What follows belongs to an exercise in optimizing a design on an open flow for small area and a short achievable clock period; a production flow would make more cautious choices. Only simulation tests tie the RTL to the original design; equivalence was not proved. The clock port is modelled as an ideal driver, which makes a skipped or thinned clock tree look cheaper than it is; a real chip needs a root buffer or a tree. No activity file was given, so power comes from the tool's default toggle rates.

## multiplier
module multiplier(clk, INPUT_A, INPUT_B, RES);
  input clk;
  input [7:0] INPUT_A, INPUT_B;
  output reg [15:0] RES;
  reg [7:0] a_r, b_r;
  reg r2_p0;
  reg r2_p1;
  reg r2_p2;
  reg r2_p3;
  reg r2_p4;
  reg r2_p5;
  reg r2_cin;
  reg r2_g6;
  reg r2_q6;
  reg r2_g7;
  reg r2_q7;
  reg r2_g8;
  reg r2_q8;
  reg r2_g9;
  reg r2_q9;
  reg r2_g10;
  reg r2_q10;
  reg r2_g11;
  reg r2_q11;
  reg r2_g12;
  reg r2_q12;
  reg r2_g13;
  reg r2_q13;
  reg r2_g14;
  reg r2_q14;
  wire [15:0] prod;
  wire pp1;
  wire pp2;
  wire pp3;
  wire pp4;
  wire pp5;
  wire pp6;
  wire pp7;
  wire pp8;
  wire pp9;
  wire pp10;
  wire pp11;
  wire pp12;
  wire pp13;
  wire pp14;
  wire pp15;
  wire pp16;
  wire pp17;
  wire pp18;
  wire pp19;
  wire pp20;
  wire pp21;
  wire pp22;
  wire pp23;
  wire pp24;
  wire pp25;
  wire pp26;
  wire pp27;
  wire pp28;
  wire pp29;
  wire pp30;
  wire pp31;
  wire pp32;
  wire pp33;
  wire pp34;
  wire pp35;
  wire pp36;
  wire pp37;
  wire pp38;
  wire pp39;
  wire pp40;
  wire pp41;
  wire pp42;
  wire pp43;
  wire pp44;
  wire pp45;
  wire pp46;
  wire pp47;
  wire pp48;
  wire pp49;
  wire pp50;
  wire pp51;
  wire pp52;
  wire pp53;
  wire pp54;
  wire pp55;
  wire pp56;
  wire pp57;
  wire pp58;
  wire pp59;
  wire pp60;
  wire pp61;
  wire pp62;
  wire pp63;
  wire pp64;
  wire s65;
  wire c66;
  wire s67;
  wire c68;
  wire s69;
  wire c70;
  wire s71;
  wire c72;
  wire s73;
  wire c74;
  wire s75;
  wire c76;
  wire s77;
  wire c78;
  wire s79;
  wire c80;
  wire s81;
  wire c82;
  wire s83;
  wire c84;
  wire s85;
  wire c86;
  wire s87;
  wire c88;
  wire s89;
  ...
Size in the first run: about 240 cells after synthesis, ~33 I/O pins, ~2700 um2 of cells after synthesis.
==> flow/config.mk <==
export PLATFORM = sky130hd
export DESIGN_NAME = multiplier
export DESIGN_NICKNAME = multiplier
export VERILOG_FILES = /design/flow/design.v
export SDC_FILE = /design/flow/constraint.sdc
export NUM_CORES = 4
export LEC_CHECK = 0
export CAP_MARGIN = 20
export CORE_MARGIN = 2
export CORE_UTILIZATION = 40
export SLEW_MARGIN = 20
export SYNTH_HIERARCHICAL = 1
==> flow/constraint.sdc <==
create_clock -name core_clock -period 4.0 [get_ports {clk}]
set_input_delay 0.8000 -clock core_clock [delete_from_list [all_inputs] [get_ports {clk}]]
set_output_delay 0.8000 -clock core_clock [all_outputs]
set_load 0.01 [all_outputs]
standard.sh (not shown) runs the stock make flow with config.mk's settings and CLKGATE_MAP_FILE= SYNTH_SCRIPT=/design/flow/synth_recipe.tcl, a recipe that flattens the netlist after the stock synthesis.
==> flow/flow/run.sh <==
#!/bin/bash
# Own layout flow: the standard flow (standard.sh) with the standard synthesis
# unchanged, small port buffers, and (flow/skew.tcl, run after clock tree synthesis)
# a separate delayed clock branch for the internal pipeline register.
# Each step writes its full output to its own log file here.
set -euo pipefail
here=$(pwd)
extra=()
while IFS= read -r line; do
  [[ -z "$line" || "$line" == \#* ]] && continue
  extra+=("${line//@HERE@/$here}")
done < flow/extra.txt
bash standard.sh synth > "$here/synth.log" 2>&1
bash standard.sh "${extra[@]}" floorplan > "$here/floorplan.log" 2>&1
bash standard.sh "${extra[@]}" place > "$here/place.log" 2>&1
bash standard.sh "${extra[@]}" cts > "$here/cts.log" 2>&1
bash standard.sh "${extra[@]}" route > "$here/route.log" 2>&1
bash standard.sh "${extra[@]}" finish > "$here/finish.log" 2>&1
==> flow/flow/extra.txt <==
# make variables for the layout steps (one per line; @HERE@ is the work folder)
BUFFER_PORTS_ARGS=-buffer_cell sky130_fd_sc_hd__buf_1
MATCH_CELL_FOOTPRINT=0
POST_CTS_TCL=@HERE@/flow/skew.tcl
SKEW_PATTERN=r2_*
SKEW_CLOCK_PORT=clk
SKEW_DRIVER=sky130_fd_sc_hd__clkbuf_16
SKEW_CANDIDATES=none sky130_fd_sc_hd__clkbuf_1 sky130_fd_sc_hd__clkbuf_2 sky130_fd_sc_hd__clkdlybuf4s15_1 sky130_fd_sc_hd__clkdlybuf4s18_1 sky130_fd_sc_hd__clkdlybuf4s25_1 sky130_fd_sc_hd__clkdlybuf4s50_1 sky130_fd_sc_hd__clkdlybuf4s50_1+sky130_fd_sc_hd__clkbuf_1 sky130_fd_sc_hd__clkdlybuf4s50_1+sky130_fd_sc_hd__clkbuf_2 sky130_fd_sc_hd__clkdlybuf4s50_1+sky130_fd_sc_hd__clkdlybuf4s15_1 sky130_fd_sc_hd__clkdlybuf4s50_1+sky130_fd_sc_hd__clkdlybuf4s18_1 sky130_fd_sc_hd__clkdlybuf4s50_1+sky130_fd_sc_hd__clkdlybuf4s25_1 sky130_fd_sc_hd__clkdlybuf4s50_1+sky130_fd_sc_hd__clkdlybuf4s50_1
SKEW_HOLD_MARGIN=0.05
SKEW_MAIN_DRIVER=sky130_fd_sc_hd__clkbuf_16
SKEW_RESIZE=a_r*=sky130_fd_sc_hd__dfxtp_2 b_r*=sky130_fd_sc_hd__dfxtp_2
SKEW_SETUP_PUSH=0.3
Other scripts of this flow, unchanged in this note and not shown: flow/flow/skew.tcl, flow/flow/skew_body.tcl
The first run completed without violations.
Next try:
--- a/flow/flow/extra.txt
+++ b/flow/flow/extra.txt
@@ -12 +12 @@
-SKEW_SETUP_PUSH=0.3
+SKEW_SETUP_PUSH=0.6
What happened: The changed run completed without violations. Fmax is about the same. Design area hardly moves. Core utilization stays flat. Routed wire length barely changes. Setup slack is about the same.
Next try:
--- a/flow/flow/extra.txt
+++ b/flow/flow/extra.txt
@@ -12 +12 @@
-SKEW_SETUP_PUSH=0.6
+SKEW_SETUP_PUSH=0.3
Settings changed: CORE_UTILIZATION 40 to 65, PLACE_DENSITY set to 0.8.
What happened: Die area shrinks by 37%; sequential share of layout area grows by 0.61 points; via count grows by 1.4%; sequential cell count stays the same; total power grows by 1.6%; setup slack loses 84 ps; wire length grows by 5.4%.
In every run of this note, the design's own scripts or RTL, not TritonCTS, make the clock network.

## separate check: timing with driven ports
In the flow no input, the clock included, has a driving cell. The finished layouts below were timed again as built, in two steps. Step 1 assumes that a clkbuf_16 drives the clock port and a buf_2 every other input. Step 2, shift: input delay + t, output delay - t, t = (earliest + latest rising clock arrival at the registers) / 2. This alone moves slack from input paths to output paths. a / b / c = ideal / step 1 / step 2; a / b = the first two.
| run | t, ns | setup WS [ns] | worst hold slack (ns) | clock arrival spread, ns | slew at the worst register clock pin (ns) |
|---|---|---|---|---|---|
| the first run | 0.511 | 2.003 / 2.002 / 2.002 | 0.079 / 0.079 / 0.079 | 0.604 / 0.603 | 0.12 / 0.12 |
| the second run | 0.511 | 2.003 / 2.002 / 2.002 | 0.079 / 0.079 / 0.079 | 0.604 / 0.603 | 0.12 / 0.12 |
| the third run | 0.556 | 1.919 / 1.920 / 1.920 | 0.101 / 0.102 / 0.102 | 0.680 / 0.678 | 0.13 / 0.13 |
In every run listed the clock reaches the registers at very different times; t lies between them, and the last value is a rough guide only.
